From an optimization exercise on the open Yosys and OpenROAD flow, aimed at small area, a short achievable clock period and few clock cycles; shortcuts taken in it are not production practice. The RTL was checked by simulation tests, not by an equivalence proof against the original design. Power figures rest on the tool's default switching activity, not on a simulated workload.

## MS
module MS(
	rst_n,
	clk,
	in_valid,
	maze,
	player_x,
	player_y,
	prize_x_1,
	prize_y_1,
	prize_x_2,
	prize_y_2,
	prize_x_3,
	prize_y_3,
	out_valid,
	out_x,
	out_y
);
Size: roughly 3,800 cells after synthesis, ~450 flip-flops, roughly 0.029 mm2 of cells after synthesis.
export LEC_CHECK = 0
export ABC_AREA = 1
export CAP_MARGIN = 20
export CORE_MARGIN = 2
export CORE_UTILIZATION = 40
export SLEW_MARGIN = 20
export SYNTH_MEMORY_MAX_BITS = 8192
create_clock -name core_clock -period 12.0 [get_ports {clk}]
run.sh (not shown) runs the stock make flow with config.mk's settings and CLKGATE_MAP_FILE= SYNTH_SCRIPT=/design/flow/synth_recipe.tcl, a recipe that flattens the netlist after the stock synthesis.
Testbench counts at the start, summed over its fixed seeds: cycles 7,456.
Then changed:
ABC_AREA = unset   (was 1)
Total power came out lower by 1.1%.
Die area came out higher by 0.34%.
Utilization came out higher by 0.20 points.
Sequential cell count is unchanged.
Cell area came out higher by 0.61%.
Combinational power came out lower by 7.1%.
Fmax came out higher by 2.1%.
First-iteration DRC count came out lower by about 1.1%.
Via count came out lower by 7.6%.
Then changed:
==> flow/flow/run.sh (new file) <==
#!/bin/bash
cp standard.sh synth_recipe.tcl config.mk constraint.sdc flow_copy_ 2>/dev/null
mkdir -p ref && cp standard.sh synth_recipe.tcl config.mk ref/
bash standard.sh > standard.log 2>&1
==> flow/standard.sh (new file) <==
#!/bin/bash
# synth_recipe.tcl (not shown) runs the flow's synth.tcl, then flattens the netlist and writes it again
# the make line also repeats each setting of config.mk as NAME=value (left out here)
make -C /OpenROAD-flow-scripts/flow DESIGN_CONFIG=/design/flow/config.mk WORK_HOME=/design/flow/orfs CLKGATE_MAP_FILE= SYNTH_SCRIPT=/design/flow/synth_recipe.tcl "${@:-finish}"
removed: flow/run.sh
Outcome: Register-to-register slack stays flat. Cell area is unchanged. Die area is unchanged. Total power does not change. Wire length stays the same. Core utilization is unchanged. Worst hold slack stays the same.
Then changed:
==> flow/flow/run.sh (replaced) <==
#!/bin/bash
bash standard.sh SETUP_SLACK_MARGIN=8 finish > standard.log 2>&1
What happened: The new run produced a clean layout; sequential power is about the same; first-iteration DRC count rises by about 10%; total power falls by 1.3%; core utilization falls by 0.24 points; via count is about the same; worst setup slack improves by 0.31 ns; cell count stays flat; worst hold slack hardly moves.
Then changed:
==> flow/run.sh (new file) <==
#!/bin/bash
# synth_recipe.tcl (not shown) runs the flow's synth.tcl, then flattens the netlist and writes it again
# the make line also repeats each setting of config.mk as NAME=value (left out here)
make -C /OpenROAD-flow-scripts/flow DESIGN_CONFIG=/design/flow/config.mk WORK_HOME=/design/flow/orfs CLKGATE_MAP_FILE= SYNTH_SCRIPT=/design/flow/synth_recipe.tcl finish
ABC_CLOCK_PERIOD_IN_PS = 3000   (was unset)
removed: flow/flow/run.sh
removed: flow/standard.sh
Die area does not change.
Register-to-register slack is worse by 0.54 ns.
Clock skew is higher by 0.017 ns.
Setup slack is worse by 0.31 ns.

---

MS, a different RTL version from the one above (not shown whole).
For scale: roughly 2800 cells after synthesis, ~28000 µm² of cells after synthesis.
Settings: LEC_CHECK=0, CAP_MARGIN=20, CORE_MARGIN=2, CORE_UTILIZATION=60, SLEW_MARGIN=20, SYNTH_MEMORY_MAX_BITS=8192; clock period 12.0 ns.
Stock flow here: none of the scripts above is used.
The starting point finished with timing, DRC and antenna clean.
Testbench counts at the start, summed over its fixed seeds: cycles 6,411.
Then changed:
==> flow/flow/run.sh (new file) <==
#!/bin/bash
# The standard layout (synthesis unchanged), with timing repair aiming
# for a larger setup margin than the default flow settings allow. The full
# output of the make run (yosys, openroad, klayout) goes to standard.log;
# each ORFS step also keeps its own log under orfs/logs.
set -euo pipefail
bash standard.sh SETUP_SLACK_MARGIN=8.7 finish > standard.log 2>&1
==> flow/standard.sh (new file) <==
#!/bin/bash
# synth_recipe.tcl (not shown) runs the flow's synth.tcl, then flattens the netlist and writes it again
# the make line also repeats each setting of config.mk as NAME=value (left out here)
make -C /OpenROAD-flow-scripts/flow DESIGN_CONFIG=/design/flow/config.mk WORK_HOME=/design/flow/orfs CLKGATE_MAP_FILE= SYNTH_SCRIPT=/design/flow/synth_recipe.tcl "${@:-finish}"
removed: flow/run.sh
Effect: The changed run completed with no timing, DRC or antenna violations. Power rose by a few percent. Core utilization rose by 2.9 points. Register-to-register slack is better by 1.0 ns. Final cell count rose by a few percent. Worst setup slack is better by 0.93 ns. Die area stays the same. Combinational power rose by a little under a tenth. Final area rose by a few percent. First-iteration DRC count rose by about a fifth.
Then changed:
--- a/flow/flow/run.sh
+++ b/flow/flow/run.sh
@@ -5,3 +5,3 @@
 # each ORFS step also keeps its own log under orfs/logs.
 set -euo pipefail
-bash standard.sh SETUP_SLACK_MARGIN=8.7 finish > standard.log 2>&1
+bash standard.sh SETUP_SLACK_MARGIN=8.5 finish > standard.log 2>&1
Result: The changed run passed the timing, DRC and antenna checks. Worst hold slack gets worse by 0.0036 ns. Worst setup slack loses 0.0053 ns. Global-route usage went down by 1.4 points. Core utilization fell by 1.9 points. Wire length goes down by 4.0%. Design area shrinks by 2.8%. Die area is unchanged. Via count falls by 2.4%. Non-clock buffer count is lower by 47. Final cell count falls by 1.7%.

[re-timing with driven ports]
Ports are ideal in the flow. The routed layouts listed here were re-timed in OpenROAD.
Step 1 sets driving cells, clkbuf_16 on the clock port and buf_2 on the other inputs (assumed; they add their load-dependent delay and slew).
Step 2 times the ports against the registers' clock, not the clock port: input delays grow and output delays shrink by t, the midpoint of the rising clock arrivals with the driver on.
Three values: no drivers, after step 1, after step 2; two values: the first two.
run | t, ns | setup WS [ns] | worst register clock-pin slew, ns | pins driven straight from the clock port
the first run of note 1 | 0.681 | 7.647 / 7.686 / 7.005 | 0.07 / 0.07 | 1
the second run of note 1 | 0.688 | 7.738 / 7.738 / 7.201 | 0.07 / 0.07 | 1
the third run of note 1 | 0.688 | 7.738 / 7.738 / 7.201 | 0.07 / 0.07 | 1
the fourth run of note 1 | 0.675 | 8.046 / 7.977 / 7.449 | 0.07 / 0.07 | 1
the fifth run of note 1 | 0.688 | 7.738 / 7.738 / 7.201 | 0.07 / 0.07 | 1
the first run of note 2 | 0.679 | 7.577 / 7.577 / 7.577 | 0.07 / 0.07 | 1
the second run of note 2 | 0.686 | 8.503 / 8.438 / 8.576 | 0.07 / 0.07 | 1
the third run of note 2 | 0.673 | 8.498 / 8.437 / 8.592 | 0.07 / 0.07 | 1
After both steps setup and hold are still met in every run listed. For the first run of note 1, which loses most, drivers alone change the setup slack by +0.039 ns; drivers and shift together by -0.642 ns.
